This design comes from an exercise in tuning for small area, a short achievable clock period and few clock cycles per item on the open sky130 flow, not from production work.
No run shown here included a check of the RTL's function; only the layout flow was run.
Power figures rest on the tool's default switching activity, not on a simulated workload.

`flow/design.v`:
```
module unpipelined_divider #
(
    parameter N = 32
)
(
    input wire [N-1:0] dividend,
    input wire [N-1:0] divisor,
    input wire start,
    input wire rst,
    input wire clk,
    output wire [N-1:0] quotient,
    output wire [N-1:0] remainder,
    output reg done
);
    reg [N-1:0] rem_reg;    
    reg [N-1:0] quot_reg;   
    reg         x_reg;      
    reg [4:0]   cnt;        
    reg         busy;
    wire [3:0] d_any, x_any;
    genvar k;
    generate
        for (k = 0; k < 4; k = k + 1) begin : byte_or
            or8 od (.a(divisor[8*k +: 8]), .y(d_any[k]));
            or8 ox (.a(dividend[8*k +: 8]), .y(x_any[k]));
        end
    endgenerate
    wire sk3, sk2, sk1;
    skip_dec sd (.d_any(d_any), .x_any(x_any), .sk3(sk3), .sk2(sk2), .sk1(sk1));
    wire [1:0] sh = {sk2, sk3 | (sk1 & ~sk2)};
    wire ld3 = start & sk3;
    wire ld2 = start & sk2 & ~sk3;
    wire ld1 = start & sk1 & ~sk2;
    wire [N-1:0] rem_load = ({N{ld3}} & {8'd0, dividend[N-1:8]}) |
                            ({N{ld2}} & {16'd0, dividend[N-1:16]}) |
                            ({N{ld1}} & {24'd0, dividend[N-1:24]});
    wire [N-1:0] x_by_cnt;
    generate
        for (k = 0; k < N - 1; k = k + 1) begin : xb
            assign x_by_cnt[k] = dividend[N-2-k];
        end
    endgenerate
    assign x_by_cnt[N-1] = 1'b0;
    wire x_first = dividend[{~sh, 3'b111}];
    wire [N:0] t = {rem_reg, x_reg} & {(N+1){~start}};
    wire [N-1:0] diff;
    wire ge, ge_n;
    div_step step (.a(t[N-1:0]), .b(divisor), .top(t[N]), .diff(diff), .ge(ge),
                   .ge_n(ge_n));
    wire [N-1:0] rem_hold = rem_load | t[N-1:0];
    wire [N-1:0] rem_next;
    generate
        for (k = 0; k < N; k = k + 1) begin : rnext
            mux2 mg (.s(ge_n), .a(diff[k]), .b(rem_hold[k]), .y(rem_next[k]));
        end
    endgenerate
    always @(posedge clk) begin
        rem_reg <= rem_next;
        quot_reg <= start ? {N{1'b0}} : {quot_reg[N-2:0], ge};
        x_reg    <= start ? x_first : x_by_cnt[cnt];
    end
    always @(posedge clk) begin
        if (start) cnt <= {sh, 3'b000};
        else       cnt <= cnt + 5'd1;
    end
    always @(posedge clk or posedge rst) begin
        if (rst) begin
            busy <= 1'b0;
            done <= 1'b0;
        end else begin
            done <= busy && (cnt == 5'd31);
            if (start)
                busy <= 1'b1;
            else if (cnt == 5'd31)
                busy <= 1'b0;
        end
    end
    assign quotient  = quot_reg;
    assign remainder = rem_reg;
endmodule
module div_step (
    input  wire [31:0] a,
    input  wire [31:0] b,
    input  wire        top,
    output wire [31:0] diff,
    output wire        ge,
    output wire        ge_n
);
    wire x = top;
    wire g0_0;
    sk_gen0 l0 (.a(a[0]), .b(b[0]), .g(g0_0));
    wire g0_1, p0_1;
    sk_gen  lg1 (.a(a[1]), .b(b[1]), .g(g0_1));
    sk_prop lp1 (.a(a[1]), .b(b[1]), .p(p0_1));
    wire g0_2, p0_2;
    sk_gen  lg2 (.a(a[2]), .b(b[2]), .g(g0_2));
    sk_prop lp2 (.a(a[2]), .b(b[2]), .p(p0_2));
    wire g0_3, p0_3;
    sk_gen  lg3 (.a(a[3]), .b(b[3]), .g(g0_3));
    sk_prop lp3 (.a(a[3]), .b(b[3]), .p(p0_3));
    wire g0_4, p0_4;
    sk_gen  lg4 (.a(a[4]), .b(b[4]), .g(g0_4));
    sk_prop lp4 (.a(a[4]), .b(b[4]), .p(p0_4));
    wire g0_5, p0_5;
    sk_gen  lg5 (.a(a[5]), .b(b[5]), .g(g0_5));
    sk_prop lp5 (.a(a[5]), .b(b[5]), .p(p0_5));
    wire g0_6, p0_6;
    sk_gen  lg6 (.a(a[6]), .b(b[6]), .g(g0_6));
    sk_prop lp6 (.a(a[6]), .b(b[6]), .p(p0_6));
    wire g0_7, p0_7;
    sk_gen  lg7 (.a(a[7]), .b(b[7]), .g(g0_7));
    sk_prop lp7 (.a(a[7]), .b(b[7]), .p(p0_7));
    wire g0_8, p0_8;
    sk_gen  lg8 (.a(a[8]), .b(b[8]), .g(g0_8));
    sk_prop lp8 (.a(a[8]), .b(b[8]), .p(p0_8));
    wire g0_9, p0_9;
    sk_gen  lg9 (.a(a[9]), .b(b[9]), .g(g0_9));
    sk_prop lp9 (.a(a[9]), .b(b[9]), .p(p0_9));
    wire g0_10, p0_10;
    sk_gen  lg10 (.a(a[10]), .b(b[10]), .g(g0_10));
    sk_prop lp10 (.a(a[10]), .b(b[10]), .p(p0_10));
    wire g0_11, p0_11;
    sk_gen  lg11 (.a(a[11]), .b(b[11]), .g(g0_11));
    sk_prop lp11 (.a(a[11]), .b(b[11]), .p(p0_11));
    wire g0_12, p0_12;
    sk_gen  lg12 (.a(a[12]), .b(b[12]), .g(g0_12));
    sk_prop lp12 (.a(a[12]), .b(b[12]), .p(p0_12));
    wire g0_13, p0_13;
    sk_gen  lg13 (.a(a[13]), .b(b[13]), .g(g0_13));
    sk_prop lp13 (.a(a[13]), .b(b[13]), .p(p0_13));
    wire g0_14, p0_14;
    sk_gen  lg14 (.a(a[14]), .b(b[14]), .g(g0_14));
    sk_prop lp14 (.a(a[14]), .b(b[14]), .p(p0_14));
    wire g0_15, p0_15;
    sk_gen  lg15 (.a(a[15]), .b(b[15]), .g(g0_15));
    sk_prop lp15 (.a(a[15]), .b(b[15]), .p(p0_15));
    wire g0_16, p0_16;
    sk_gen  lg16 (.a(a[16]), .b(b[16]), .g(g0_16));
    sk_prop lp16 (.a(a[16]), .b(b[16]), .p(p0_16));
    wire g0_17, p0_17;
    sk_gen  lg17 (.a(a[17]), .b(b[17]), .g(g0_17));
    sk_prop lp17 (.a(a[17]), .b(b[17]), .p(p0_17));
    wire g0_18, p0_18;
    sk_gen  lg18 (.a(a[18]), .b(b[18]), .g(g0_18));
    sk_prop lp18 (.a(a[18]), .b(b[18]), .p(p0_18));
    wire g0_19, p0_19;
    sk_gen  lg19 (.a(a[19]), .b(b[19]), .g(g0_19));
    sk_prop lp19 (.a(a[19]), .b(b[19]), .p(p0_19));
    wire g0_20, p0_20;
    sk_gen  lg20 (.a(a[20]), .b(b[20]), .g(g0_20));
    sk_prop lp20 (.a(a[20]), .b(b[20]), .p(p0_20));
    wire g0_21, p0_21;
    sk_gen  lg21 (.a(a[21]), .b(b[21]), .g(g0_21));
    sk_prop lp21 (.a(a[21]), .b(b[21]), .p(p0_21));
    wire g0_22, p0_22;
    sk_gen  lg22 (.a(a[22]), .b(b[22]), .g(g0_22));
    sk_prop lp22 (.a(a[22]), .b(b[22]), .p(p0_22));
    wire g0_23, p0_23;
    sk_gen  lg23 (.a(a[23]), .b(b[23]), .g(g0_23));
    sk_prop lp23 (.a(a[23]), .b(b[23]), .p(p0_23));
    wire g0_24, p0_24;
    sk_gen  lg24 (.a(a[24]), .b(b[24]), .g(g0_24));
    sk_prop lp24 (.a(a[24]), .b(b[24]), .p(p0_24));
    wire g0_25, p0_25;
    sk_gen  lg25 (.a(a[25]), .b(b[25]), .g(g0_25));
    sk_prop lp25 (.a(a[25]), .b(b[25]), .p(p0_25));
    wire g0_26, p0_26;
    sk_gen  lg26 (.a(a[26]), .b(b[26]), .g(g0_26));
    sk_prop lp26 (.a(a[26]), .b(b[26]), .p(p0_26));
    wire g0_27, p0_27;
    sk_gen  lg27 (.a(a[27]), .b(b[27]), .g(g0_27));
    sk_prop lp27 (.a(a[27]), .b(b[27]), .p(p0_27));
    wire g0_28, p0_28;
    sk_gen  lg28 (.a(a[28]), .b(b[28]), .g(g0_28));
    sk_prop lp28 (.a(a[28]), .b(b[28]), .p(p0_28));
    wire g0_29, p0_29;
    sk_gen  lg29 (.a(a[29]), .b(b[29]), .g(g0_29));
    sk_prop lp29 (.a(a[29]), .b(b[29]), .p(p0_29));
    wire g0_30, p0_30;
    sk_gen  lg30 (.a(a[30]), .b(b[30]), .g(g0_30));
    sk_prop lp30 (.a(a[30]), .b(b[30]), .p(p0_30));
    wire g0_31, p0_31;
    sk_gen  lg31 (.a(a[31]), .b(b[31]), .g(g0_31));
    sk_prop lp31 (.a(a[31]), .b(b[31]), .p(p0_31));
    wire g1_1;
    sk_dotg_p n0 (.gh(g0_1), .ph(p0_1), .gl(g0_0), .g(g1_1));
    wire g1_3, p1_3;
    sk_dot_p n1 (.gh(g0_3), .ph(p0_3), .gl(g0_2), .pl(p0_2), .g(g1_3), .p(p1_3));
    wire g1_5, p1_5;
    sk_dot_p n2 (.gh(g0_5), .ph(p0_5), .gl(g0_4), .pl(p0_4), .g(g1_5), .p(p1_5));
    wire g1_7, p1_7;
    sk_dot_p n3 (.gh(g0_7), .ph(p0_7), .gl(g0_6), .pl(p0_6), .g(g1_7), .p(p1_7));
    wire g1_9, p1_9;
    sk_dot_p n4 (.gh(g0_9), .ph(p0_9), .gl(g0_8), .pl(p0_8), .g(g1_9), .p(p1_9));
    wire g1_11, p1_11;
    sk_dot_p n5 (.gh(g0_11), .ph(p0_11), .gl(g0_10), .pl(p0_10), .g(g1_11), .p(p1_11));
    wire g1_13, p1_13;
    sk_dot_p n6 (.gh(g0_13), .ph(p0_13), .gl(g0_12), .pl(p0_12), .g(g1_13), .p(p1_13));
    wire g1_15, p1_15;
    sk_dot_p n7 (.gh(g0_15), .ph(p0_15), .gl(g0_14), .pl(p0_14), .g(g1_15), .p(p1_15));
    wire g1_17, p1_17;
    sk_dot_p n8 (.gh(g0_17), .ph(p0_17), .gl(g0_16), .pl(p0_16), .g(g1_17), .p(p1_17));
    wire g1_19, p1_19;
    sk_dot_p n9 (.gh(g0_19), .ph(p0_19), .gl(g0_18), .pl(p0_18), .g(g1_19), .p(p1_19));
    wire g1_21, p1_21;
    sk_dot_p n10 (.gh(g0_21), .ph(p0_21), .gl(g0_20), .pl(p0_20), .g(g1_21), .p(p1_21));
    wire g1_23, p1_23;
    sk_dot_p n11 (.gh(g0_23), .ph(p0_23), .gl(g0_22), .pl(p0_22), .g(g1_23), .p(p1_23));
    wire g1_25, p1_25;
    sk_dot_p n12 (.gh(g0_25), .ph(p0_25), .gl(g0_24), .pl(p0_24), .g(g1_25), .p(p1_25));
    wire g1_27, p1_27;
    sk_dot_p n13 (.gh(g0_27), .ph(p0_27), .gl(g0_26), .pl(p0_26), .g(g1_27), .p(p1_27));
    wire g1_29, p1_29;
    sk_dot_p n14 (.gh(g0_29), .ph(p0_29), .gl(g0_28), .pl(p0_28), .g(g1_29), .p(p1_29));
    wire g1_31, p1_31;
    sk_dot_p n15 (.gh(g0_31), .ph(p0_31), .gl(g0_30), .pl(p0_30), .g(g1_31), .p(p1_31));
    wire g1_1_c;
    sk_inv i_g1_1 (.a(g1_1), .y(g1_1_c));
    wire g2_2;
    sk_dotg_p n16 (.gh(g0_2), .ph(p0_2), .gl(g1_1_c), .g(g2_2));
    wire g2_3;
    sk_dotg_n n17 (.gh(g1_3), .ph(p1_3), .gl(g1_1), .g(g2_3));
    wire g1_5_c;
    sk_inv i_g1_5 (.a(g1_5), .y(g1_5_c));
    wire p1_5_c;
    sk_inv i_p1_5 (.a(p1_5), .y(p1_5_c));
    wire g2_6, p2_6;
    sk_dot_p n18 (.gh(g0_6), .ph(p0_6), .gl(g1_5_c), .pl(p1_5_c), .g(g2_6), .p(p2_6));
    wire g2_7, p2_7;
    sk_dot_n n19 (.gh(g1_7), .ph(p1_7), .gl(g1_5), .pl(p1_5), .g(g2_7), .p(p2_7));
    wire g1_9_c;
    sk_inv i_g1_9 (.a(g1_9), .y(g1_9_c));
    wire p1_9_c;
    sk_inv i_p1_9 (.a(p1_9), .y(p1_9_c));
    wire g2_10, p2_10;
    sk_dot_p n20 (.gh(g0_10), .ph(p0_10), .gl(g1_9_c), .pl(p1_9_c), .g(g2_10), .p(p2_10));
    wire g2_11, p2_11;
    sk_dot_n n21 (.gh(g1_11), .ph(p1_11), .gl(g1_9), .pl(p1_9), .g(g2_11), .p(p2_11));
    wire g1_13_c;
    sk_inv i_g1_13 (.a(g1_13), .y(g1_13_c));
    wire p1_13_c;
    sk_inv i_p1_13 (.a(p1_13), .y(p1_13_c));
    wire g2_14, p2_14;
    sk_dot_p n22 (.gh(g0_14), .ph(p0_14), .gl(g1_13_c), .pl(p1_13_c), .g(g2_14), .p(p2_14));
    wire g2_15, p2_15;
    sk_dot_n n23 (.gh(g1_15), .ph(p1_15), .gl(g1_13), .pl(p1_13), .g(g2_15), .p(p2_15));
    wire g1_17_c;
    sk_inv i_g1_17 (.a(g1_17), .y(g1_17_c));
    wire p1_17_c;
    sk_inv i_p1_17 (.a(p1_17), .y(p1_17_c));
    wire g2_18, p2_18;
    sk_dot_p n24 (.gh(g0_18), .ph(p0_18), .gl(g1_17_c), .pl(p1_17_c), .g(g2_18), .p(p2_18));
    wire g2_19, p2_19;
    sk_dot_n n25 (.gh(g1_19), .ph(p1_19), .gl(g1_17), .pl(p1_17), .g(g2_19), .p(p2_19));
    wire g1_21_c;
    sk_inv i_g1_21 (.a(g1_21), .y(g1_21_c));
    wire p1_21_c;
    sk_inv i_p1_21 (.a(p1_21), .y(p1_21_c));
    wire g2_22, p2_22;
    sk_dot_p n26 (.gh(g0_22), .ph(p0_22), .gl(g1_21_c), .pl(p1_21_c), .g(g2_22), .p(p2_22));
    wire g2_23, p2_23;
    sk_dot_n n27 (.gh(g1_23), .ph(p1_23), .gl(g1_21), .pl(p1_21), .g(g2_23), .p(p2_23));
    wire g1_25_c;
    sk_inv i_g1_25 (.a(g1_25), .y(g1_25_c));
    wire p1_25_c;
    sk_inv i_p1_25 (.a(p1_25), .y(p1_25_c));
    wire g2_26, p2_26;
    sk_dot_p n28 (.gh(g0_26), .ph(p0_26), .gl(g1_25_c), .pl(p1_25_c), .g(g2_26), .p(p2_26));
    wire g2_27, p2_27;
    sk_dot_n n29 (.gh(g1_27), .ph(p1_27), .gl(g1_25), .pl(p1_25), .g(g2_27), .p(p2_27));
    wire g1_29_c;
    sk_inv i_g1_29 (.a(g1_29), .y(g1_29_c));
    wire p1_29_c;
    sk_inv i_p1_29 (.a(p1_29), .y(p1_29_c));
    wire g2_30, p2_30;
    sk_dot_p n30 (.gh(g0_30), .ph(p0_30), .gl(g1_29_c), .pl(p1_29_c), .g(g2_30), .p(p2_30));
    wire g2_31, p2_31;
    sk_dot_n n31 (.gh(g1_31), .ph(p1_31), .gl(g1_29), .pl(p1_29), .g(g2_31), .p(p2_31));
    wire g3_4;
    sk_dotg_p n32 (.gh(g0_4), .ph(p0_4), .gl(g2_3), .g(g3_4));
    wire g2_3_c;
    sk_inv i_g2_3 (.a(g2_3), .y(g2_3_c));
    wire g3_5;
    sk_dotg_n n33 (.gh(g1_5), .ph(p1_5), .gl(g2_3_c), .g(g3_5));
    wire g3_6;
    sk_dotg_n n34 (.gh(g2_6), .ph(p2_6), .gl(g2_3_c), .g(g3_6));
    wire g3_7;
    sk_dotg_p n35 (.gh(g2_7), .ph(p2_7), .gl(g2_3), .g(g3_7));
    wire g3_12, p3_12;
    sk_dot_p n36 (.gh(g0_12), .ph(p0_12), .gl(g2_11), .pl(p2_11), .g(g3_12), .p(p3_12));
    wire g2_11_c;
    sk_inv i_g2_11 (.a(g2_11), .y(g2_11_c));
    wire p2_11_c;
    sk_inv i_p2_11 (.a(p2_11), .y(p2_11_c));
    wire g3_13, p3_13;
    sk_dot_n n37 (.gh(g1_13), .ph(p1_13), .gl(g2_11_c), .pl(p2_11_c), .g(g3_13), .p(p3_13));
    wire g3_14, p3_14;
    sk_dot_n n38 (.gh(g2_14), .ph(p2_14), .gl(g2_11_c), .pl(p2_11_c), .g(g3_14), .p(p3_14));
    wire g3_15, p3_15;
    sk_dot_p n39 (.gh(g2_15), .ph(p2_15), .gl(g2_11), .pl(p2_11), .g(g3_15), .p(p3_15));
    wire g3_20, p3_20;
    sk_dot_p n40 (.gh(g0_20), .ph(p0_20), .gl(g2_19), .pl(p2_19), .g(g3_20), .p(p3_20));
    wire g2_19_c;
    sk_inv i_g2_19 (.a(g2_19), .y(g2_19_c));
    wire p2_19_c;
    sk_inv i_p2_19 (.a(p2_19), .y(p2_19_c));
    wire g3_21, p3_21;
    sk_dot_n n41 (.gh(g1_21), .ph(p1_21), .gl(g2_19_c), .pl(p2_19_c), .g(g3_21), .p(p3_21));
    wire g3_22, p3_22;
    sk_dot_n n42 (.gh(g2_22), .ph(p2_22), .gl(g2_19_c), .pl(p2_19_c), .g(g3_22), .p(p3_22));
    wire g3_23, p3_23;
    sk_dot_p n43 (.gh(g2_23), .ph(p2_23), .gl(g2_19), .pl(p2_19), .g(g3_23), .p(p3_23));
    wire g3_28, p3_28;
    sk_dot_p n44 (.gh(g0_28), .ph(p0_28), .gl(g2_27), .pl(p2_27), .g(g3_28), .p(p3_28));
    wire g2_27_c;
    sk_inv i_g2_27 (.a(g2_27), .y(g2_27_c));
    wire p2_27_c;
    sk_inv i_p2_27 (.a(p2_27), .y(p2_27_c));
    wire g3_29, p3_29;
    sk_dot_n n45 (.gh(g1_29), .ph(p1_29), .gl(g2_27_c), .pl(p2_27_c), .g(g3_29), .p(p3_29));
    wire g3_30, p3_30;
    sk_dot_n n46 (.gh(g2_30), .ph(p2_30), .gl(g2_27_c), .pl(p2_27_c), .g(g3_30), .p(p3_30));
    wire g3_31, p3_31;
    sk_dot_p n47 (.gh(g2_31), .ph(p2_31), .gl(g2_27), .pl(p2_27), .g(g3_31), .p(p3_31));
    wire g3_7_c;
    sk_inv i_g3_7 (.a(g3_7), .y(g3_7_c));
    wire g4_8;
    sk_dotg_p n48 (.gh(g0_8), .ph(p0_8), .gl(g3_7_c), .g(g4_8));
    wire g4_9;
    sk_dotg_n n49 (.gh(g1_9), .ph(p1_9), .gl(g3_7), .g(g4_9));
    wire g4_10;
    sk_dotg_n n50 (.gh(g2_10), .ph(p2_10), .gl(g3_7), .g(g4_10));
    wire g4_11;
    sk_dotg_p n51 (.gh(g2_11), .ph(p2_11), .gl(g3_7_c), .g(g4_11));
    wire g4_12;
    sk_dotg_n n52 (.gh(g3_12), .ph(p3_12), .gl(g3_7), .g(g4_12));
    wire g4_13;
    sk_dotg_p n53 (.gh(g3_13), .ph(p3_13), .gl(g3_7_c), .g(g4_13));
    wire g4_14;
    sk_dotg_p n54 (.gh(g3_14), .ph(p3_14), .gl(g3_7_c), .g(g4_14));
    wire g4_15;
    sk_dotg_n n55 (.gh(g3_15), .ph(p3_15), .gl(g3_7), .g(g4_15));
    wire g3_23_c;
    sk_inv i_g3_23 (.a(g3_23), .y(g3_23_c));
    wire p3_23_c;
    sk_inv i_p3_23 (.a(p3_23), .y(p3_23_c));
    wire g4_24, p4_24;
    sk_dot_p n56 (.gh(g0_24), .ph(p0_24), .gl(g3_23_c), .pl(p3_23_c), .g(g4_24), .p(p4_24));
    wire g4_25, p4_25;
    sk_dot_n n57 (.gh(g1_25), .ph(p1_25), .gl(g3_23), .pl(p3_23), .g(g4_25), .p(p4_25));
    wire g4_26, p4_26;
    sk_dot_n n58 (.gh(g2_26), .ph(p2_26), .gl(g3_23), .pl(p3_23), .g(g4_26), .p(p4_26));
    wire g4_27, p4_27;
    sk_dot_p n59 (.gh(g2_27), .ph(p2_27), .gl(g3_23_c), .pl(p3_23_c), .g(g4_27), .p(p4_27));
    wire g4_28, p4_28;
    sk_dot_n n60 (.gh(g3_28), .ph(p3_28), .gl(g3_23), .pl(p3_23), .g(g4_28), .p(p4_28));
    wire g4_29, p4_29;
    sk_dot_p n61 (.gh(g3_29), .ph(p3_29), .gl(g3_23_c), .pl(p3_23_c), .g(g4_29), .p(p4_29));
    wire g4_30, p4_30;
    sk_dot_p n62 (.gh(g3_30), .ph(p3_30), .gl(g3_23_c), .pl(p3_23_c), .g(g4_30), .p(p4_30));
    wire g4_31, p4_31;
    sk_dot_n n63 (.gh(g3_31), .ph(p3_31), .gl(g3_23), .pl(p3_23), .g(g4_31), .p(p4_31));
    wire g5_16;
    sk_dotg_p n64 (.gh(g0_16), .ph(p0_16), .gl(g4_15), .g(g5_16));
    wire g4_15_c;
    sk_inv i_g4_15 (.a(g4_15), .y(g4_15_c));
    wire g5_17;
    sk_dotg_n n65 (.gh(g1_17), .ph(p1_17), .gl(g4_15_c), .g(g5_17));
    wire g5_18;
    sk_dotg_n n66 (.gh(g2_18), .ph(p2_18), .gl(g4_15_c), .g(g5_18));
    wire g5_19;
    sk_dotg_p n67 (.gh(g2_19), .ph(p2_19), .gl(g4_15), .g(g5_19));
    wire g5_20;
    sk_dotg_n n68 (.gh(g3_20), .ph(p3_20), .gl(g4_15_c), .g(g5_20));
    wire g5_21;
    sk_dotg_p n69 (.gh(g3_21), .ph(p3_21), .gl(g4_15), .g(g5_21));
    wire g5_22;
    sk_dotg_p n70 (.gh(g3_22), .ph(p3_22), .gl(g4_15), .g(g5_22));
    wire g5_23;
    sk_dotg_n n71 (.gh(g3_23), .ph(p3_23), .gl(g4_15_c), .g(g5_23));
    wire g5_24;
    sk_dotg_n n72 (.gh(g4_24), .ph(p4_24), .gl(g4_15_c), .g(g5_24));
    wire g5_25;
    sk_dotg_p n73 (.gh(g4_25), .ph(p4_25), .gl(g4_15), .g(g5_25));
    wire g5_26;
    sk_dotg_p n74 (.gh(g4_26), .ph(p4_26), .gl(g4_15), .g(g5_26));
    wire g5_27;
    sk_dotg_n n75 (.gh(g4_27), .ph(p4_27), .gl(g4_15_c), .g(g5_27));
    wire g5_28;
    sk_dotg_p n76 (.gh(g4_28), .ph(p4_28), .gl(g4_15), .g(g5_28));
    wire g5_29;
    sk_dotg_n n77 (.gh(g4_29), .ph(p4_29), .gl(g4_15_c), .g(g5_29));
    wire g5_30;
    sk_dotg_n n78 (.gh(g4_30), .ph(p4_30), .gl(g4_15_c), .g(g5_30));
    wire g5_31;
    sk_dotg_p_x n79 (.gh(g4_31), .ph(p4_31), .gl(g4_15), .x(x), .g(g5_31));
    assign ge_n = g5_31;
    sk_inv i_ge (.a(g5_31), .y(ge));
    sk_diff0 s0 (.a(a[0]), .b(b[0]), .s(diff[0]));
    sk_sum s1 (.p(p0_1), .c(g0_0), .s(diff[1]));
    sk_sumn s2 (.p(p0_2), .c(g1_1), .s(diff[2]));
    sk_sumn s3 (.p(p0_3), .c(g2_2), .s(diff[3]));
    sk_sum s4 (.p(p0_4), .c(g2_3), .s(diff[4]));
    sk_sumn s5 (.p(p0_5), .c(g3_4), .s(diff[5]));
    sk_sum s6 (.p(p0_6), .c(g3_5), .s(diff[6]));
    sk_sum s7 (.p(p0_7), .c(g3_6), .s(diff[7]));
    sk_sumn s8 (.p(p0_8), .c(g3_7), .s(diff[8]));
    sk_sumn s9 (.p(p0_9), .c(g4_8), .s(diff[9]));
    sk_sum s10 (.p(p0_10), .c(g4_9), .s(diff[10]));
    sk_sum s11 (.p(p0_11), .c(g4_10), .s(diff[11]));
    sk_sumn s12 (.p(p0_12), .c(g4_11), .s(diff[12]));
    sk_sum s13 (.p(p0_13), .c(g4_12), .s(diff[13]));
    sk_sumn s14 (.p(p0_14), .c(g4_13), .s(diff[14]));
    sk_sumn s15 (.p(p0_15), .c(g4_14), .s(diff[15]));
    sk_sum s16 (.p(p0_16), .c(g4_15), .s(diff[16]));
    sk_sumn s17 (.p(p0_17), .c(g5_16), .s(diff[17]));
    sk_sum s18 (.p(p0_18), .c(g5_17), .s(diff[18]));
    sk_sum s19 (.p(p0_19), .c(g5_18), .s(diff[19]));
    sk_sumn s20 (.p(p0_20), .c(g5_19), .s(diff[20]));
    sk_sum s21 (.p(p0_21), .c(g5_20), .s(diff[21]));
    sk_sumn s22 (.p(p0_22), .c(g5_21), .s(diff[22]));
    sk_sumn s23 (.p(p0_23), .c(g5_22), .s(diff[23]));
    sk_sum s24 (.p(p0_24), .c(g5_23), .s(diff[24]));
    sk_sum s25 (.p(p0_25), .c(g5_24), .s(diff[25]));
    sk_sumn s26 (.p(p0_26), .c(g5_25), .s(diff[26]));
    sk_sumn s27 (.p(p0_27), .c(g5_26), .s(diff[27]));
    sk_sum s28 (.p(p0_28), .c(g5_27), .s(diff[28]));
    sk_sumn s29 (.p(p0_29), .c(g5_28), .s(diff[29]));
    sk_sum s30 (.p(p0_30), .c(g5_29), .s(diff[30]));
    sk_sum s31 (.p(p0_31), .c(g5_30), .s(diff[31]));
endmodule
module mux2 (input wire s, input wire a, input wire b, output wire y);
    assign y = s ? b : a;
endmodule
module or8 (input wire [7:0] a, output wire y);
    assign y = |a;
endmodule
module skip_dec (input wire [3:0] d_any, input wire [3:0] x_any,
                 output wire sk3, output wire sk2, output wire sk1);
    wire d_nz = |d_any;
    assign sk3 = d_any[3] | (d_nz & ~(|x_any[3:1]));
    assign sk2 = (|d_any[3:2]) | (d_nz & ~(|x_any[3:2]));
    assign sk1 = (|d_any[3:1]) | (d_nz & ~x_any[3]);
endmodule
module sk_gen0 (input wire a, input wire b, output wire g);
    assign g = a | ~b;
endmodule
module sk_gen (input wire a, input wire b, output wire g);
    assign g = a & ~b;
endmodule
module sk_prop (input wire a, input wire b, output wire p);
    assign p = ~(a ^ b);
endmodule
module sk_dot_p (input wire gh, input wire ph, input wire gl, input wire pl,
                 output wire g, output wire p);
    assign g = ~(gh | (ph & gl));
    assign p = ~(ph & pl);
endmodule
module sk_dot_pi (input wire gh, input wire ph, input wire gl, input wire pl,
                  output wire g, output wire p);
    assign g = ~(gh | (ph & ~gl));
    assign p = ~(ph & ~pl);
endmodule
module sk_dot_n (input wire gh, input wire ph, input wire gl, input wire pl,
                 output wire g, output wire p);
    assign g = ~(gh & (ph | gl));
    assign p = ~(ph | pl);
endmodule
module sk_dot_ni (input wire gh, input wire ph, input wire gl, input wire pl,
                  output wire g, output wire p);
    assign g = ~(gh & (ph | ~gl));
    assign p = ~(ph | ~pl);
endmodule
module sk_dotg_p (input wire gh, input wire ph, input wire gl, output wire g);
    assign g = ~(gh | (ph & gl));
endmodule
module sk_dotg_pi (input wire gh, input wire ph, input wire gl, output wire g);
    assign g = ~(gh | (ph & ~gl));
endmodule
module sk_dotg_n (input wire gh, input wire ph, input wire gl, output wire g);
    assign g = ~(gh & (ph | gl));
endmodule
module sk_dotg_ni (input wire gh, input wire ph, input wire gl, output wire g);
    assign g = ~(gh & (ph | ~gl));
endmodule
module sk_dotg_p_x (input wire gh, input wire ph, input wire gl, input wire x,
                    output wire g);
    assign g = ~(x | gh | (ph & gl));
endmodule
module sk_dotg_pi_x (input wire gh, input wire ph, input wire gl, input wire x,
                     output wire g);
    assign g = ~(x | gh | (ph & ~gl));
endmodule
module sk_dotg_n_x (input wire gh, input wire ph, input wire gl, input wire x,
                    output wire g);
    assign g = x | ~(gh & (ph | gl));
endmodule
module sk_dotg_ni_x (input wire gh, input wire ph, input wire gl, input wire x,
                     output wire g);
    assign g = x | ~(gh & (ph | ~gl));
endmodule
module sk_inv (input wire a, output wire y);
    assign y = ~a;
endmodule
module sk_sum (input wire p, input wire c, output wire s);
    assign s = p ^ c;
endmodule
module sk_sumn (input wire p, input wire c, output wire s);
    assign s = ~(p ^ c);
endmodule
module sk_diff0 (input wire a, input wire b, output wire s);
    assign s = a ^ b;
endmodule
```
`flow/flow/run.sh`:
```
#!/bin/bash
# The standard layout (standard.sh) with two changes:
#  - the final ABC mapping of the standard synthesis uses flow/abc_map.script
#    (ORFS's speed script without its blanket upsizing);
#  - the port buffers are the library's smallest plain buffer (buffer_ports
#    otherwise picks a delay cell).
set -euo pipefail
here=$(pwd)
export FLOW_SYNTH_TCL=$here/synth_recipe.tcl
export MY_ABC_SCRIPT=$here/flow/abc_map.script
export BUFFER_PORTS_ARGS="-buffer_cell sky130_fd_sc_hd__buf_1"
sed "s#SYNTH_SCRIPT=[^ ]*#SYNTH_SCRIPT=$here/flow/my_synth.tcl#" standard.sh > my_standard.sh
grep -q "SYNTH_SCRIPT=$here/flow/my_synth.tcl" my_standard.sh
bash my_standard.sh > standard.log 2>&1
```
`flow/flow/abc_map.script`:
```
&get -n
&st
&dch
&nf
&st
&syn2
&if -g -K 6
&synch2
&nf
&st
&syn2
&if -g -K 6
&synch2
&nf
&st
&syn2
&if -g -K 6
&synch2
&nf
&st
&syn2
&if -g -K 6
&synch2
&nf
&st
&syn2
&if -g -K 6
&synch2
&nf
&put
buffer -c
topo
stime -c

dnsize -c
```
`flow/flow/my_synth.tcl`:
```
# The standard flow's synthesis (synth_recipe.tcl, unchanged), except that the final ABC
# technology mapping runs flow/abc_map.script instead of ORFS's speed script
proc abc {args} {
  set i [lsearch -exact $args -script]
  if {$i >= 0} {
    lset args [expr {$i + 1}] $::env(MY_ABC_SCRIPT)
  }
  yosys abc {*}$args
}
source $::env(FLOW_SYNTH_TCL)
```
`flow/standard.sh`:
```
#!/bin/bash
# synth_recipe.tcl (not shown) runs the flow's synth.tcl, then flattens the netlist and writes it again
# the make line also repeats each setting of config.mk as NAME=value (left out here)
make -C /OpenROAD-flow-scripts/flow DESIGN_CONFIG=/design/flow/config.mk WORK_HOME=/design/flow/orfs CLKGATE_MAP_FILE= SYNTH_SCRIPT=/design/flow/synth_recipe.tcl "${@:-finish}"
```
`flow/config.mk`:
```
export PLATFORM = sky130hd
export DESIGN_NAME = unpipelined_divider
export DESIGN_NICKNAME = unpipelined_divider
export VERILOG_FILES = /design/flow/design.v
export SDC_FILE = /design/flow/constraint.sdc
export NUM_CORES = 4
export LEC_CHECK = 0
export CAP_MARGIN = 20
export CORE_MARGIN = 2
export CORE_UTILIZATION = 55
export CTS_BUF_LIST = sky130_fd_sc_hd__clkbuf_4 sky130_fd_sc_hd__clkbuf_8
export SETUP_SLACK_MARGIN = 1.0
export SLEW_MARGIN = 20
export SYNTH_HIERARCHICAL = 1
export SYNTH_MINIMUM_KEEP_SIZE = 0
```
`flow/constraint.sdc`:
```
create_clock -name core_clock -period 4.0 [get_ports {clk}]
set_input_delay 0.8000 -clock core_clock [delete_from_list [all_inputs] [get_ports {clk}]]
set_output_delay 0.8000 -clock core_clock [all_outputs]
set_load 0.01 [all_outputs]
```
==> reports/qor.yml, run 1 <==
power.density_mw_per_mm2: 555
dr.pass1.iters: 4
grt_max_degree: 35
die_w_microns: 96.4
dieArea_sq_mm: 0.00930
antennaDiodeCount: 0
numClockSinks: 72
cpPeakStageDelay_ns: 0.36
power_leakage_nw: 2.25
timing.critical_path.mode_cell: "o21ai_1"
finalCriticalPeriod_ns: 2.86
hpwlAfterDp_microns: 9170
gr-total-overflow: 0
io_pins: 132
cts.path.max_buffers: 2
wire_per_inst_microns: 15.0
max_slew_margin_pct: 51.3
startpoint: "start"
drv_slew: 0
skew_ns: 0.0147
totalNegativeSetupSlack_ns: 0
fin_crit_sh_pct: 71.6
nets: 773
finish.utilization_pct: 69.8
clock_latency_ns: 0.36
totalWireLength_microns: 12200
finalHoldViolCount: 0
synth_area_sq_mm: 0.00470
critical_path_required_ns: 4.25
detail-route-antenna-nets: 0
rr_startpoint: "rem_reg[0]"
drive_gt1_share_pct: 14.8
r2r_slack_ns: 1.44
peakVddDrop_mv: 0.294
endpoint_kind: "flop"
drtIter0Drc: 328
vias: 4553
crit_chain: "clkbuf_8 > buf_4 > nor2b_2 > xnor2_1 > a21oi_1 > o21ai_1 > a21oi_2 > o21ai_1 > a211oi_4 > buf_12 > mux2_2"
hp-class: "input port to asynchronous set/reset pin"
fill_cells: 745
r2r_cells: 9
grt_pass1_vias: 4032
start_util_pct: 56.9
synthToLayoutAreaGrowth_pct: 22.6
power_mw: 3.20
path_buf_inv: 3
cpMaxStageDelayCell: "mux2_2"
critical_path_class: "input port to flop"
synth_nets: 640
cts_tree: "done"
clkTransAtPathRegs_ns: 0.09
syn_inst: 571
fmax_mhz: 349
cp-start-kind: "input port"
timing.hold.ws_ns: 0.251
die_h_microns: 96.4
drc_errors: 0
syn_area_per_cell_sq_um: 8.23
port_buffers: 131
rsz0062_at_grt: "false"
cp_top_family: "compound AO/OA/AOI/OAI gates"
ctsHoldBuffers: 0
num_rows: 33
core_area_sq_mm: 0.00826
r2r-end: "rem_reg[1]"
antenna_found_initial: 0
cp.arrival_ns: 3.11
status: "no timing/DRC/antenna violations"
gp_congestion: 0.924
cts_root_buffer: "clkbuf_8"
worstMarginPinSlew_ns: 0.730
cts_buffers: 9
setup_viol: 0
grtUsageTotal_pct: 26.0
grt_pass1_wl_microns: 18700
h-tree-depth: 3
vias_per_cell: 5.59
ys_warn_count: 7
drv_cap: 0
crit_fanout: 24
[routing by layer]
| layer | vias up | part of all wire, % | global-route usage [%] |
|---|---|---|---|
| met4 | 0 | 1.1 | 7.86 |
| met5 | - | 0 | 0 |
| li1 | 2231 | - | - |
| met1 | 2151 | 46 | 35.1 |
| met3 | 11 | 6.9 | 5.04 |
| met2 | 160 | 46 | 42.4 |
[layout make-up]
cell class / instances / area (sq um) / area share [%]
multi-input cells: 446 / 3230 / 56.1
flip-flops and latches: 72 / 1450 / 25.2
repair buffers: 142 / 617 / 10.7
well taps: 105 / 131 / 2.28
clock buffers: 9 / 124 / 2.15
inverters: 33 / 124 / 2.15
clock inverters: 7 / 83.8 / 1.46
[report_power, final]
group          switching [mW]  total [mW]  internal [mW]
sequential              0.114        1.01          0.891
combinational           0.833        1.58          0.742
clock                   0.317       0.618          0.300
total                    1.26        3.20           1.93
[repair_timing]
item,4_1_cts,5_1_grt
setup endpoints to repair,33,33
resized for setup,11,14
endpoints found under the hold margin,0,0
buffers inserted,2,1
pin swaps,1,1
[through the flow]
stage / std cells / worst slack, ns / cell area, sq um
floorplan: 571 / 0.430 / 4880
global placement: 795 / 0.409 / 5420
detailed placement: 795 / 0.306 / 5420
CTS: 813 / 1.07 / 5700
global route: 814 / 0.983 / 5760
finish: 814 / 1.14 / 5760
[worst max-delay path by stage]
stage | to | slack (ns) | depth (start not counted)
floorplan | rem_reg[0] | 0.43 | 11
global placement | rem_reg[2] | 0.41 | 10
detailed placement | rem_reg[1] | 0.31 | 11
CTS | rem_reg[31] | 1.07 | 11
global route | rem_reg[25] | 0.98 | 12
finish | rem_reg[1] | 1.14 | 11
[layout by cell type, fill, tap and decap left out, types with 4 or more instances in the layout]
cell      instances
nor2_1           30
clkbuf_8         10
a221o_1           8
mux2_2           37
mux2i_1           7
a22oi_1           8
inv_1            33
buf_1           130
a21oi_2           7
o21ai_1           8
nand2_1          41
a22o_1            8
o21ai_0          24
a21o_1            9
a21oi_1          47
xnor2_1          40
xor2_1           17
dfxtp_1          70
mux4_2            4
nor2b_1          88
nor4_1           14
nor2b_2           8
xnor2_2           8
buf_4             7
==> run 2, diff against run 1 <==
--- a/flow/design.v
+++ b/flow/design.v
@@ -19,19 +19,22 @@
     reg         busy;
-    wire [3:0] d_any, x_any;
+    wire [7:0] d_any, x_any;
     genvar k;
     generate
-        for (k = 0; k < 4; k = k + 1) begin : byte_or
-            or8 od (.a(divisor[8*k +: 8]), .y(d_any[k]));
-            or8 ox (.a(dividend[8*k +: 8]), .y(x_any[k]));
+        for (k = 0; k < 8; k = k + 1) begin : nib_or
+            or4 od (.a(divisor[4*k +: 4]), .y(d_any[k]));
+            or4 ox (.a(dividend[4*k +: 4]), .y(x_any[k]));
         end
     endgenerate
-    wire sk3, sk2, sk1;
-    skip_dec sd (.d_any(d_any), .x_any(x_any), .sk3(sk3), .sk2(sk2), .sk1(sk1));
-    wire [1:0] sh = {sk2, sk3 | (sk1 & ~sk2)};
-    wire ld3 = start & sk3;
-    wire ld2 = start & sk2 & ~sk3;
-    wire ld1 = start & sk1 & ~sk2;
-    wire [N-1:0] rem_load = ({N{ld3}} & {8'd0, dividend[N-1:8]}) |
-                            ({N{ld2}} & {16'd0, dividend[N-1:16]}) |
-                            ({N{ld1}} & {24'd0, dividend[N-1:24]});
+    wire [7:1] sk;
+    skip_dec sd (.d_any(d_any), .x_any(x_any), .sk(sk));
+    wire [2:0] sh = {sk[4], sk[6] | (sk[2] & ~sk[4]),
+                     sk[7] | (sk[5] & ~sk[6]) | (sk[3] & ~sk[4]) | (sk[1] & ~sk[2])};
+    wire [7:1] ld = {start & sk[7], {6{start}} & sk[6:1] & ~sk[7:2]};
+    reg [N-1:0] rem_load;
+    integer j;
+    always @(*) begin
+        rem_load = {N{1'b0}};
+        for (j = 1; j < 8; j = j + 1)
+            rem_load = rem_load | ({N{ld[j]}} & (dividend >> (N - 4 * j)));
+    end
     wire [N-1:0] x_by_cnt;
@@ -43,4 +46,4 @@
     assign x_by_cnt[N-1] = 1'b0;
-    wire x_first = dividend[{~sh, 3'b111}];
-    wire [N:0] t = {rem_reg, x_reg} & {(N+1){~start}};
+    wire x_first = dividend[{~sh, 2'b11}];
+    wire [N:0] t = {rem_reg, x_reg};
     wire [N-1:0] diff;
@@ -49,3 +52,5 @@
                    .ge_n(ge_n));
-    wire [N-1:0] rem_hold = rem_load | t[N-1:0];
+    wire take;
+    nor2 tk (.a(ge_n), .b(start), .y(take));
+    wire [N-1:0] rem_hold = rem_load | ({N{~start}} & t[N-1:0]);
     wire [N-1:0] rem_next;
@@ -53,3 +58,3 @@
         for (k = 0; k < N; k = k + 1) begin : rnext
-            mux2 mg (.s(ge_n), .a(diff[k]), .b(rem_hold[k]), .y(rem_next[k]));
+            mux2 mg (.s(take), .a(rem_hold[k]), .b(diff[k]), .y(rem_next[k]));
         end
@@ -61,6 +66,2 @@
     end
-    always @(posedge clk) begin
-        if (start) cnt <= {sh, 3'b000};
-        else       cnt <= cnt + 5'd1;
-    end
     always @(posedge clk or posedge rst) begin
@@ -69,8 +70,12 @@
             done <= 1'b0;
+            cnt  <= 5'd0;
         end else begin
             done <= busy && (cnt == 5'd31);
-            if (start)
+            if (start) begin
                 busy <= 1'b1;
-            else if (cnt == 5'd31)
-                busy <= 1'b0;
+                cnt  <= {sh, 2'b00};
+            end else if (busy) begin
+                cnt <= cnt + 5'd1;
+                if (cnt == 5'd31) busy <= 1'b0;
+            end
         end
@@ -431,2 +436,5 @@
 endmodule
+module nor2 (input wire a, input wire b, output wire y);
+    assign y = ~(a | b);
+endmodule
 module mux2 (input wire s, input wire a, input wire b, output wire y);
@@ -434,11 +442,14 @@
 endmodule
-module or8 (input wire [7:0] a, output wire y);
+module or4 (input wire [3:0] a, output wire y);
     assign y = |a;
 endmodule
-module skip_dec (input wire [3:0] d_any, input wire [3:0] x_any,
-                 output wire sk3, output wire sk2, output wire sk1);
+module skip_dec (input wire [7:0] d_any, input wire [7:0] x_any,
+                 output wire [7:1] sk);
     wire d_nz = |d_any;
-    assign sk3 = d_any[3] | (d_nz & ~(|x_any[3:1]));
-    assign sk2 = (|d_any[3:2]) | (d_nz & ~(|x_any[3:2]));
-    assign sk1 = (|d_any[3:1]) | (d_nz & ~x_any[3]);
+    genvar j;
+    generate
+        for (j = 1; j < 8; j = j + 1) begin : s
+            assign sk[j] = (|d_any[7:j]) | (d_nz & ~(|x_any[7:8-j]));
+        end
+    endgenerate
 endmodule
==> reports/qor.yml, run 2 <==
cts_tree: "done"
num_rows: 35  # +6.1%
setup_viol: 0  # unchanged
h-tree-depth: 3  # unchanged
syn_inst: 640  # +12%
finalHoldViolCount: 0  # unchanged
wire_per_inst_microns: 18.8  # +25%
dieArea_sq_mm: 0.0101  # +8.9%
drv_cap: 0  # unchanged
gr-total-overflow: 0  # unchanged
vias_per_cell: 6.13  # +9.7%
clkTransAtPathRegs_ns: 0.10  # about the same
ys_warn_count: 7  # unchanged
fin_crit_sh_pct: 88.6  # +17 points
die_w_microns: 101  # +4.3%
skew_ns: 0.0130  # -0.00170 ns
drc_errors: 0  # unchanged
antennaDiodeCount: 0  # unchanged
numClockSinks: 72  # unchanged
finalCriticalPeriod_ns: 3.54  # +0.681 ns
synth_area_sq_mm: 0.00513  # +9.3%
max_slew_margin_pct: 40.4  # -11 points
syn_area_per_cell_sq_um: 8.02  # -2.5%
worstMarginPinSlew_ns: 0.893  # +0.163 ns
grt_pass1_wl_microns: 26600  # +42%
die_h_microns: 101  # +4.3%
detail-route-antenna-nets: 0  # unchanged
peakVddDrop_mv: 0.387  # +31%
cts_root_buffer: "clkbuf_8"
cts_buffers: 9  # unchanged
synth_nets: 709  # +11%
crit_fanout: 8  # -67%
nets: 902  # +17%
most-common-layout-cells: "128 x buf_1, 70 x nor2b_1, 66 x buf_4"
timing.hold.ws_ns: 0.312  # +0.0610 ns
drive_gt1_share_pct: 22.8  # +8.0 points
rsz0062_at_grt: "true"
port_buffers: 131  # unchanged
status: "no timing/DRC/antenna violations"
drtIter0Drc: 631  # +92%
totalWireLength_microns: 17900  # +46%
regArea_sq_mm: 0.00148  # +1.7%
start_util_pct: 56.1  # -0.80 points
place_ws_ns: -0.0629  # -0.369 ns
clock_latency_ns: 0.36  # about the same
io_pins: 132  # unchanged
antenna_found_initial: 0  # unchanged
multi_input_area_sq_mm: 0.00386  # +20%
endpoint_kind: "flop"
power.density_mw_per_mm2: 579  # +4.4%
drv_slew: 0  # unchanged
setup_slack_ns: 0.456  # -0.681 ns
fmax_mhz: 282  # -19%
critical_path_required_ns: 4.25  # about the same
synthToLayoutAreaGrowth_pct: 36.8
fill_cells: 719  # -3.5%
cp-start-kind: "input port"
grt_pass1_vias: 5437  # +35%
layout_commonest_cell: "buf_1"
hpwlAfterDp_microns: 12200  # +33%
cts.path.max_buffers: 2  # unchanged
grt_max_degree: 53  # +51%
hp-class: "input port to asynchronous set/reset pin"
dr.pass1.iters: 5  # +1
vias: 5822  # +28%
gp_congestion: 0.944  # +2.2%
power_leakage_nw: 2.75  # +22%
cp.arrival_ns: 3.79  # +0.68 ns
core_area_sq_mm: 0.00915  # +11%
grtUsageTotal_pct: 33.6  # +7.6 points
critical_path_class: "input port to flop"
## run 2: what timing repair did
item / 4_1_cts / 5_1_grt
cloned: 1 / 1
gates resized for setup: 50 / 37
setup endpoints to repair: 30 / 31
setup buffers: 16 / 22
hold buffers: 0 / 0
pin swaps: 20 / 20
## run 2: final timing paths
path                                    from      endpoint  slack, ns  depth (start not counted)
worst max register to register    rem_reg[0]    rem_reg[3]       1.28                          9
min in group core_clock         quot_reg[26]  quot_reg[27]       0.46                          1
max in group asynchronous                rst        cnt[3]       3.48                          2
worst max-delay path            dividend[26]    rem_reg[3]       0.46                         11
worst min register to register  quot_reg[26]  quot_reg[27]       0.46                          1
worst min-delay path                     rst        cnt[1]       0.31                          2
## run 2: cell type report
type                       count  share of cell area (%)
clock buffer                   9                    1.76
clock inverter                 7                    1.53
inverter                      33                    1.76
multi-input combinational    506                    55.0
sequential                    72                    21.0
tap                          111                    1.98
timing repair buffer         211                    17.0
## run 2: critical path, cell delays in order
cell and delay (ns):
buf_6 0.09, or4_4 0.56, or4_4 0.56, or3_4 0.38
o31ai_4 0.28, nor2b_2 0.09, and2_4 0.21, a22o_1 0.23
a221oi_2 0.19, nand3_1 0.11, mux2_4 0.28
## run 2: metal layers
metal  GRT usage (%)  part of all wire, %  vias up
met5               0                    0        -
met4            14.8                  4.4        0
met3            7.28                  7.3       87
met2            56.1                   48      346
met1            41.7                   40     2716
li1                -                    -     2673
## run 2: power breakdown
part	switching (mW)	leakage (nW)	total, mW	internal, mW
clock network	0.341	0.114	0.706	0.365
logic	1.19	2.02	2.23	1.04
registers	0.230	0.615	1.13	0.904
total	1.76	2.75	4.07	2.31
## run 2: through the flow
stage                     utilization, %  instances  setup TNS (ns)  area [sq um]  power (mW)
after global placement              66.3        893         -0.0604          6070        3.11
after floorplan                        -        640               0          5260        2.61
after global routing                76.7        949               0          7020        4.35
final                               76.7        949               0          7020        4.07
after detailed placement            66.3        893          -0.163          6070        3.18
after CTS                           72.7        926               0          6660        3.92
==> run 3, diff against run 2 <==
--- a/flow/design.v
+++ b/flow/design.v
@@ -27,14 +27,13 @@
     endgenerate
-    wire [7:1] sk;
-    skip_dec sd (.d_any(d_any), .x_any(x_any), .sk(sk));
-    wire [2:0] sh = {sk[4], sk[6] | (sk[2] & ~sk[4]),
-                     sk[7] | (sk[5] & ~sk[6]) | (sk[3] & ~sk[4]) | (sk[1] & ~sk[2])};
-    wire [7:1] ld = {start & sk[7], {6{start}} & sk[6:1] & ~sk[7:2]};
-    reg [N-1:0] rem_load;
-    integer j;
-    always @(*) begin
-        rem_load = {N{1'b0}};
-        for (j = 1; j < 8; j = j + 1)
-            rem_load = rem_load | ({N{ld[j]}} & (dividend >> (N - 4 * j)));
-    end
+    wire l24, l16, l12, l8, l4;
+    skip_dec sd (.d_any(d_any), .x_any(x_any), .start(start),
+                 .l24(l24), .l16(l16), .l12(l12), .l8(l8), .l4(l4));
+    wire [N-1:0] rem_load = ({N{l24}} & {8'd0, dividend[N-1:8]}) |
+                            ({N{l16}} & {16'd0, dividend[N-1:16]}) |
+                            ({N{l12}} & {20'd0, dividend[N-1:20]}) |
+                            ({N{l8}} & {24'd0, dividend[N-1:24]}) |
+                            ({N{l4}} & {28'd0, dividend[N-1:28]});
+    wire [4:0] cnt_load = {l24 | l16, l24 | l12 | l8, l12 | l4, 2'b00};
+    wire x_first = l24 ? dividend[7] : l16 ? dividend[15] : l12 ? dividend[19] :
+                   l8 ? dividend[23] : l4 ? dividend[27] : dividend[31];
     wire [N-1:0] x_by_cnt;
@@ -46,3 +45,2 @@
     assign x_by_cnt[N-1] = 1'b0;
-    wire x_first = dividend[{~sh, 2'b11}];
     wire [N:0] t = {rem_reg, x_reg};
@@ -66,2 +64,6 @@
     end
+    always @(posedge clk) begin
+        if (start) cnt <= cnt_load;
+        else       cnt <= cnt + 5'd1;
+    end
     always @(posedge clk or posedge rst) begin
@@ -70,12 +72,8 @@
             done <= 1'b0;
-            cnt  <= 5'd0;
         end else begin
             done <= busy && (cnt == 5'd31);
-            if (start) begin
+            if (start)
                 busy <= 1'b1;
-                cnt  <= {sh, 2'b00};
-            end else if (busy) begin
-                cnt <= cnt + 5'd1;
-                if (cnt == 5'd31) busy <= 1'b0;
-            end
+            else if (cnt == 5'd31)
+                busy <= 1'b0;
         end
@@ -445,11 +443,16 @@
 endmodule
-module skip_dec (input wire [7:0] d_any, input wire [7:0] x_any,
-                 output wire [7:1] sk);
+module skip_dec (input wire [7:0] d_any, input wire [7:0] x_any, input wire start,
+                 output wire l24, output wire l16, output wire l12,
+                 output wire l8, output wire l4);
     wire d_nz = |d_any;
-    genvar j;
-    generate
-        for (j = 1; j < 8; j = j + 1) begin : s
-            assign sk[j] = (|d_any[7:j]) | (d_nz & ~(|x_any[7:8-j]));
-        end
-    endgenerate
+    wire c24 = (|d_any[7:6]) | (d_nz & ~(|x_any[7:2]));
+    wire c16 = (|d_any[7:4]) | (d_nz & ~(|x_any[7:4]));
+    wire c12 = (|d_any[7:3]) | (d_nz & ~(|x_any[7:5]));
+    wire c8  = (|d_any[7:2]) | (d_nz & ~(|x_any[7:6]));
+    wire c4  = (|d_any[7:1]) | (d_nz & ~x_any[7]);
+    assign l24 = start & c24;
+    assign l16 = start & c16 & ~c24;
+    assign l12 = start & c12 & ~c16;
+    assign l8  = start & c8 & ~c12;
+    assign l4  = start & c4 & ~c8;
 endmodule
==> reports/qor.yml, run 3 <==
r2r_slack_ns: 1.30  # +0.02 ns
vias: 4578  # -21%
power_mw: 3.15  # -23%
core_area_sq_mm: 0.00822  # -10%
status: "no timing/DRC/antenna violations"
p_comb_share_pct: 48.6  # -6.2 points
rr_startpoint: "rem_reg[16]"
drv_cap: 0  # unchanged
antenna_found_initial: 0  # unchanged
fill_cells: 721  # +0.28%
cp.arrival_ns: 3.24  # -0.55 ns
critical_path_required_ns: 4.25  # about the same
skew_ns: 0.00778  # -0.00526 ns
totalNegativeSetupSlack_ns: 0  # unchanged
totalWireLength_microns: 12600  # -29%
drc_errors: 0  # unchanged
power.density_mw_per_mm2: 557  # -3.8%
path_buf_inv: 1  # unchanged
antennaDiodeCount: 0  # unchanged
vias_per_cell: 5.66  # -7.8%
peakVddDrop_mv: 0.285  # -26%
ctsHoldBuffers: 0  # unchanged
finalHoldViolCount: 0  # unchanged
worstMarginPinSlew_ns: 0.744  # -0.149 ns
wire_per_inst_microns: 15.6  # -17%
drtIter0Drc: 220  # -65%
synth_area_sq_mm: 0.00467  # -9.1%
rsz0062_at_grt: "true"
max_slew_margin_pct: 50.4  # +9.9 points
multi_input_area_sq_mm: 0.00311  # -19%
crit_end: "rem_reg[9]"
placed_cell_area_sq_mm: 0.00536  # -12%
hpwlAfterDp_microns: 9470  # -23%
clock_latency_ns: 0.36  # about the same
detail-route-antenna-nets: 0  # unchanged
syn_area_per_cell_sq_um: 8.32  # +3.7%
grtUsageTotal_pct: 27.5  # -6.1 points
power_switching_mw: 1.30  # -26%
cp_top_family: "simple AND/OR/NAND/NOR gates"
power.share.clock_pct: 19.1  # +1.8 points
seq_power_share_pct: 32.3  # +4.4 points
hp-class: "input port to asynchronous set/reset pin"
power_leakage_nw: 2.15  # -22%
h-tree-depth: 3  # unchanged
synthToLayoutAreaGrowth_pct: 21.1
syn_inst: 561  # -12%
layout_commonest_cell: "buf_1"
most-common-layout-cells: "130 x buf_1, 75 x nor2b_1, 70 x dfxtp_1"
drive_gt1_share_pct: 12.6  # -10 points
die_h_microns: 96.1  # -4.5%
crit_fanout: 19  # +11
endpoint_kind: "flop"
cts_root_buffer: "clkbuf_8"
start_util_pct: 56.8  # +0.69 points
numClockSinks: 72  # unchanged
cts_buffers: 9  # unchanged
timing.hold.ws_ns: 0.251  # -0.0616 ns
die_w_microns: 96.1  # -4.5%
timing.critical_path.mode_cell: "or4_4"
critical_path_class: "input port to flop"
io_pins: 132  # unchanged
crit_chain: "buf_1 > or4_4 > or4_4 > a21boi_1 > and3b_4 > a22o_1 > a221o_1 > mux2_2"
netSwitchingFraction_pct: 41.3  # -1.9 points
finalCriticalPeriod_ns: 3.00  # -0.548 ns
gr-total-overflow: 0  # unchanged
grt_pass1_wl_microns: 19700  # -26%
fin_area_sq_mm: 0.00565  # -20%
cts_tree: "done"
ys_warn_count: 7  # unchanged
num_rows: 33  # -5.7%
setup_slack_ns: 1.00  # +0.548 ns
dieArea_sq_mm: 0.00924  # -8.8%
p_int_mw: 1.85  # -20%
clkTransAtPathRegs_ns: 0.08  # -0.02 ns
r2r-end: "rem_reg[23]"
grt_max_degree: 43  # -19%
synth_nets: 630  # -11%
cts.path.max_buffers: 2  # unchanged
path_depth: 8  # -3
nets: 768  # -15%
gp_congestion: 0.902  # -4.4%
cpMaxStageDelayCell: "or4_4"
startpoint: "divisor[14]"
setup_viol: 0  # unchanged
dr.pass1.iters: 6  # +1
place_ws_ns: 0.227  # +0.289 ns
cpPeakStageDelay_ns: 0.59  # +0.03 ns
port_buffers: 131  # unchanged
fin_crit_sh_pct: 74.9  # -14 points
regArea_sq_mm: 0.00145  # -1.7%
grt_pass1_vias: 4215  # -22%
drv_slew: 0  # unchanged
fmax_mhz: 334  # +18%
r2r_cells: 9  # unchanged
cp-start-kind: "input port"
-- run 3: layout make-up --
cell class	instances	area share, %
multi-input cells	434	55.1
flip-flops and latches	72	25.7
repair buffers	145	10.9
inverters	37	2.46
well taps	105	2.33
clock buffers	9	2.19
clock inverters	7	1.37
-- run 3: metrics by stage --
stage,util (%),cells
6_report,68.8,809
5_1_grt,68.8,809
4_1_cts,68.0,805
3_5_place_dp,65.2,789
3_3_place_gp,65.2,789
2_1_floorplan,-,561
-- run 3: worst min-delay path by stage --
stage                            start            to  cells past startpoint
final                              rst          done                      2
after global routing               rst          busy                      2
after floorplan                   busy          done                      1
after detailed placement  quot_reg[18]  quot_reg[19]                      1
after CTS                          rst          busy                      2
after global placement    quot_reg[14]  quot_reg[15]                      1
-- run 3: timing repair --
action,in CTS,in global routing
pin swaps,0,3
resized for setup,6,9
setup buffers,0,4
endpoints found under the hold margin,0,0
setup endpoints to repair,19,28
-- run 3: power by group through the flow --
stage,clock network [mW],registers (mW),logic (mW)
final,0.600,1.02,1.53
after global routing,0.648,1.04,1.69
after CTS,0.619,1.02,1.49
after detailed placement,0,1.03,1.48
after global placement,0,1.02,1.45
after floorplan,0,1.05,1.07
-- run 3: per-layer routing --
layer	track usage [%]	routed length [microns]
met5	0	0
met4	9.40	184
met3	5.56	830
met2	44.6	6000
met1	36.4	5580
==> run 4, diff against run 3 <==
--- a/flow/config.mk
+++ b/flow/config.mk
@@ -11,3 +11,3 @@
 export CTS_BUF_LIST = sky130_fd_sc_hd__clkbuf_4 sky130_fd_sc_hd__clkbuf_8
-export SETUP_SLACK_MARGIN = 1.0
+export SETUP_SLACK_MARGIN = 1.1
 export SLEW_MARGIN = 20
==> reports/qor.yml, run 4 <==
status: "no timing/DRC/antenna violations"
drc_errors: 0  # unchanged
gr-total-overflow: 0  # unchanged
drive_gt1_share_pct: 17.6  # +5.0 points
vias_per_cell: 5.70  # +0.66%
setup_viol: 0  # unchanged
fmax_mhz: 335  # +0.28%
placed_cell_area_sq_mm: 0.00543  # +1.3%
die_w_microns: 96.1  # unchanged
cts_root_buffer: "clkbuf_8"
hp-class: "input port to asynchronous set/reset pin"
power.density_mw_per_mm2: 535  # -3.9%
num_rows: 33  # unchanged
critical_path_class: "input port to flop"
vias: 4665  # +1.9%
grt_max_degree: 43  # unchanged
power_leakage_nw: 2.29  # +6.5%
layout_commonest_cell: "buf_1"
synthToLayoutAreaGrowth_pct: 26.3
ctsHoldBuffers: 0  # unchanged
r2r_slack_ns: 1.38  # +0.08 ns
finalCriticalPeriod_ns: 2.99  # -0.00845 ns
numClockSinks: 72  # unchanged
finalHoldViolCount: 0  # unchanged
grt_pass1_wl_microns: 20600  # +4.4%
fin_area_sq_mm: 0.00589  # +4.3%
setup_slack_ns: 1.01  # +0.00845 ns
antenna_found_initial: 0  # unchanged
drv_cap: 0  # unchanged
cts_buffers: 9  # unchanged
dr.pass1.iters: 6  # unchanged
ys_warn_count: 7  # unchanged
nets: 778  # +1.3%
critical_path_required_ns: 4.24  # about the same
crit_fanout: 5  # -14
synth_nets: 630  # unchanged
clock_latency_ns: 0.35  # about the same
hpwlAfterDp_microns: 9560  # +0.94%
place_ws_ns: 0.420  # +0.194 ns
antennaDiodeCount: 0  # unchanged
dieArea_sq_mm: 0.00924  # unchanged
max_slew_margin_pct: 49.0  # -1.3 points
core_area_sq_mm: 0.00822  # unchanged
clkTransAtPathRegs_ns: 0.08  # about the same
drtIter0Drc: 222  # +0.91%
start_util_pct: 56.8  # unchanged
port_buffers: 131  # unchanged
synth_area_sq_mm: 0.00467  # unchanged
io_pins: 132  # unchanged
wire_per_inst_microns: 16.1  # +3.5%
cp-start-kind: "input port"
most-common-layout-cells: "122 x buf_1, 74 x nor2b_1, 70 x dfxtp_1"
syn_area_per_cell_sq_um: 8.32  # unchanged
cp.arrival_ns: 3.22  # -0.02 ns
power_mw: 3.15  # +0.20%
rsz0062_at_grt: "true"
totalWireLength_microns: 13200  # +4.8%
drv_slew: 0  # unchanged
grt_pass1_vias: 4290  # +1.8%
endpoint_kind: "flop"
skew_ns: 0.00979  # +0.00201 ns
cts.path.max_buffers: 2  # unchanged
detail-route-antenna-nets: 0  # unchanged
totalNegativeSetupSlack_ns: 0  # unchanged
cts_tree: "done"
worstMarginPinSlew_ns: 0.764  # +0.0197 ns
fin_crit_sh_pct: 74.7  # -0.21 points
syn_inst: 561  # unchanged
gp_congestion: 0.915  # +1.4%
peakVddDrop_mv: 0.268  # -6.1%
die_h_microns: 96.1  # unchanged
grtUsageTotal_pct: 28.6  # +1.1 points
h-tree-depth: 3  # unchanged
-- run 4: area by class of cell --
class	instances	area, sq um
Tap cell	105	131
Fill cell	721	2320
Clock buffer	9	124
Sequential cell	72	1450
Timing Repair Buffer	154	737
Multi-Input combinational cell	435	3250
Clock inverter	7	61.3
Inverter	37	139
-- run 4: worst paths after layout --
kind	startpoint	endpoint	cells past startpoint
worst min-delay path	rst	done	2
min in group core_clock	quot_reg[26]	quot_reg[27]	1
worst min register to register	quot_reg[26]	quot_reg[27]	1
worst max register to register	rem_reg[16]	rem_reg[9]	9
worst max-delay path	divisor[6]	rem_reg[9]	8
max in group asynchronous	rst	busy	2
-- run 4: where the power goes --
| group | switching (mW) | internal (mW) | total, mW |
|---|---|---|---|
| Combinational | 0.865 | 0.725 | 1.59 |
| Sequential | 0.171 | 0.854 | 1.02 |
| Clock | 0.304 | 0.236 | 0.539 |
| Total | 1.34 | 1.81 | 3.15 |
-- run 4: timing repair --
| action | CTS | global route |
|---|---|---|
| cloned | 1 | 0 |
| setup buffers | 8 | 3 |
| pin swaps | 8 | 17 |
| gates resized for setup | 25 | 27 |
| setup endpoints to repair | 22 | 34 |
-- run 4: stage by stage --
stage | utilization, % | hold slack (ns) | std cells
floorplan | - | 0.454 | 561
global placement | 66.0 | 0.439 | 791
detailed placement | 66.1 | 0.453 | 791
CTS | 70.5 | 0.242 | 816
global route | 71.7 | 0.243 | 819
finish | 71.7 | 0.261 | 819
-- run 4: per-layer routing --
| layer | track usage [%] | vias up | share of wire, % |
|---|---|---|---|
| li1 | - | 2268 | - |
| met3 | 5.48 | 18 | 7.7 |
| met2 | 46.5 | 220 | 47 |
| met4 | 9.76 | 0 | 1.6 |
| met1 | 38.1 | 2159 | 44 |
| met5 | 0 | - | 0 |
-- run 4: worst max-delay path: stages --
cell and delay (ns):
buf_6 0.10, or4_4 0.56, or4_4 0.59, a21boi_2 0.18, and3b_4 0.26, a22o_1 0.21
a221o_1 0.25, mux2_4 0.27
==> run 5, diff against run 4 <==
--- a/flow/design.v
+++ b/flow/design.v
@@ -441,3 +441,9 @@
 module or4 (input wire [3:0] a, output wire y);
-    assign y = |a;
+    wire lo_n, hi_n;
+    nor2 n0 (.a(a[0]), .b(a[1]), .y(lo_n));
+    nor2 n1 (.a(a[2]), .b(a[3]), .y(hi_n));
+    nand2 n2 (.a(lo_n), .b(hi_n), .y(y));
+endmodule
+module nand2 (input wire a, input wire b, output wire y);
+    assign y = ~(a & b);
 endmodule
--- a/flow/config.mk
+++ b/flow/config.mk
@@ -11,3 +11,3 @@
 export CTS_BUF_LIST = sky130_fd_sc_hd__clkbuf_4 sky130_fd_sc_hd__clkbuf_8
-export SETUP_SLACK_MARGIN = 1.1
+export SETUP_SLACK_MARGIN = 1.0
 export SLEW_MARGIN = 20
==> reports/qor.yml, run 5 <==
status: "no timing/DRC/antenna violations"
gr-total-overflow: 0  # unchanged
antenna_found_initial: 0  # unchanged
io_pins: 132  # unchanged
drv_slew: 0  # unchanged
synthToLayoutAreaGrowth_pct: 18.8
finalHoldViolCount: 0  # unchanged
num_rows: 33  # unchanged
hp-class: "input port to asynchronous set/reset pin"
grt_pass1_vias: 4328  # +0.89%
p_int_mw: 1.82  # +0.47%
ys_warn_count: 7  # unchanged
most-common-layout-cells: "130 x buf_1, 75 x nor2b_1, 70 x dfxtp_1"
cts_buffers: 9  # unchanged
clkTransAtPathRegs_ns: 0.09  # about the same
gp_congestion: 0.916  # +0.14%
grt_pass1_wl_microns: 20500  # -0.17%
dieArea_sq_mm: 0.00934  # +1.1%
place_ws_ns: 0.683  # +0.263 ns
numClockSinks: 72  # unchanged
syn_inst: 589  # +5.0%
multi_input_area_sq_mm: 0.00310  # -4.5%
power_leakage_nw: 2.15  # -5.8%
totalNegativeSetupSlack_ns: 0  # unchanged
seq_power_share_pct: 32.8  # +0.3 points
dr.pass1.iters: 7  # +1
totalWireLength_microns: 12500  # -5.1%
detail-route-antenna-nets: 0  # unchanged
critical_path_required_ns: 4.24  # about the same
vias: 4631  # -0.73%
setup_viol: 0  # unchanged
endpoint_kind: "flop"
drive_gt1_share_pct: 10.3  # -7.3 points
core_area_sq_mm: 0.00826  # +0.50%
synth_area_sq_mm: 0.00472  # +1.1%
cp-start-kind: "input port"
cts_tree: "done"
crit_fanout: 19  # +14
power.density_mw_per_mm2: 555  # +3.7%
power.share.clock_pct: 19.5  # +2.4 points
finalCriticalPeriod_ns: 2.85  # -0.136 ns
layout_commonest_cell: "buf_1"
drc_errors: 0  # unchanged
nets: 792  # +1.8%
grt_max_degree: 47  # +9.3%
fin_crit_sh_pct: 71.3  # -3.4 points
skew_ns: 0.00940  # -0.000395 ns
worstMarginPinSlew_ns: 0.700  # -0.0635 ns
wire_per_inst_microns: 15.0  # -6.7%
setup_slack_ns: 1.15  # +0.136 ns
regArea_sq_mm: 0.00145  # unchanged
max_slew_margin_pct: 53.3  # +4.2 points
peakVddDrop_mv: 0.353  # +32%
cp.arrival_ns: 3.09  # -0.13 ns
fmax_mhz: 351  # +4.8%
drtIter0Drc: 268  # +21%
syn_area_per_cell_sq_um: 8.01  # -3.7%
port_buffers: 131  # unchanged
h-tree-depth: 3  # unchanged
critical_path_class: "input port to flop"
clock_latency_ns: 0.34  # about the same
drv_cap: 0  # unchanged
netSwitchingFraction_pct: 41.4  # -1.1 points
ctsHoldBuffers: 0  # unchanged
hpwlAfterDp_microns: 9400  # -1.7%
vias_per_cell: 5.56  # -2.4%
r2r_cells: 9  # unchanged
start_util_pct: 57.1  # +0.35 points
cts_root_buffer: "clkbuf_8"
p_comb_share_pct: 47.7  # -2.7 points
rsz0062_at_grt: "true"
==> run 5: layer usage <==
| metal | wire (microns) | global-route usage, % | up-vias |
|---|---|---|---|
| met3 | 790 | 4.77 | 17 |
| li1 | - | - | 2292 |
| met1 | 5750 | 35.7 | 2147 |
| met2 | 5850 | 43.1 | 175 |
| met5 | 0 | 0 | - |
| met4 | 140 | 7.58 | 0 |
==> run 5: final timing paths <==
kind                         startpoint  slack (ns)      endpoint
setup / recovery            divisor[15]        1.15    rem_reg[9]
hold / removal                      rst        0.27          done
setup reg to reg             rem_reg[0]        1.41    rem_reg[0]
hold reg to reg            quot_reg[24]        0.46  quot_reg[25]
max in group asynchronous           rst        3.63          busy
min in group core_clock    quot_reg[24]        0.46  quot_reg[25]
==> run 5: through the flow <==
| step | total power, mW | hold WS [ns] | instances | util [%] | area, sq um |
|---|---|---|---|---|---|
| floorplan | 2.12 | 0.454 | 589 | - | 4750 |
| global placement | 2.46 | 0.442 | 817 | 65.2 | 5380 |
| detailed placement | 2.49 | 0.455 | 817 | 65.2 | 5380 |
| CTS | 3.11 | 0.260 | 833 | 67.7 | 5590 |
| global route | 3.34 | 0.269 | 833 | 67.9 | 5600 |
| finish | 3.11 | 0.268 | 833 | 67.9 | 5600 |
==> run 5: timing repair <==
action,4_1_cts,5_1_grt
endpoints found under the hold margin,0,0
resized for setup,0,5
setup endpoints to repair,0,33
buffers inserted,0,0
==> run 5: area by class of cell <==
class / count / area share (%)
flip-flops and latches: 72 / 25.9
well taps: 105 / 2.34
inverters: 37 / 2.48
clock buffers: 9 / 2.21
repair buffers: 141 / 10.2
multi-input cells: 462 / 55.4
clock inverters: 7 / 1.50
==> run 5: critical path: stages <==
cell and delay [ns]:
buf_1 0.10, nor2_1 0.12, nand2_1 0.13, or4_1 0.60
a21boi_0 0.18, and3b_2 0.35, a22o_1 0.27, a221o_1 0.26
mux2_2 0.26
==> run 5: power groups by stage <==
| stage | clock network, mW | registers [mW] | logic (mW) |
|---|---|---|---|
| finish | 0.608 | 1.02 | 1.48 |
| global route | 0.652 | 1.04 | 1.65 |
| CTS | 0.625 | 1.02 | 1.47 |
| detailed placement | 0 | 1.03 | 1.46 |
| floorplan | 0 | 1.05 | 1.07 |
| global placement | 0 | 1.03 | 1.43 |
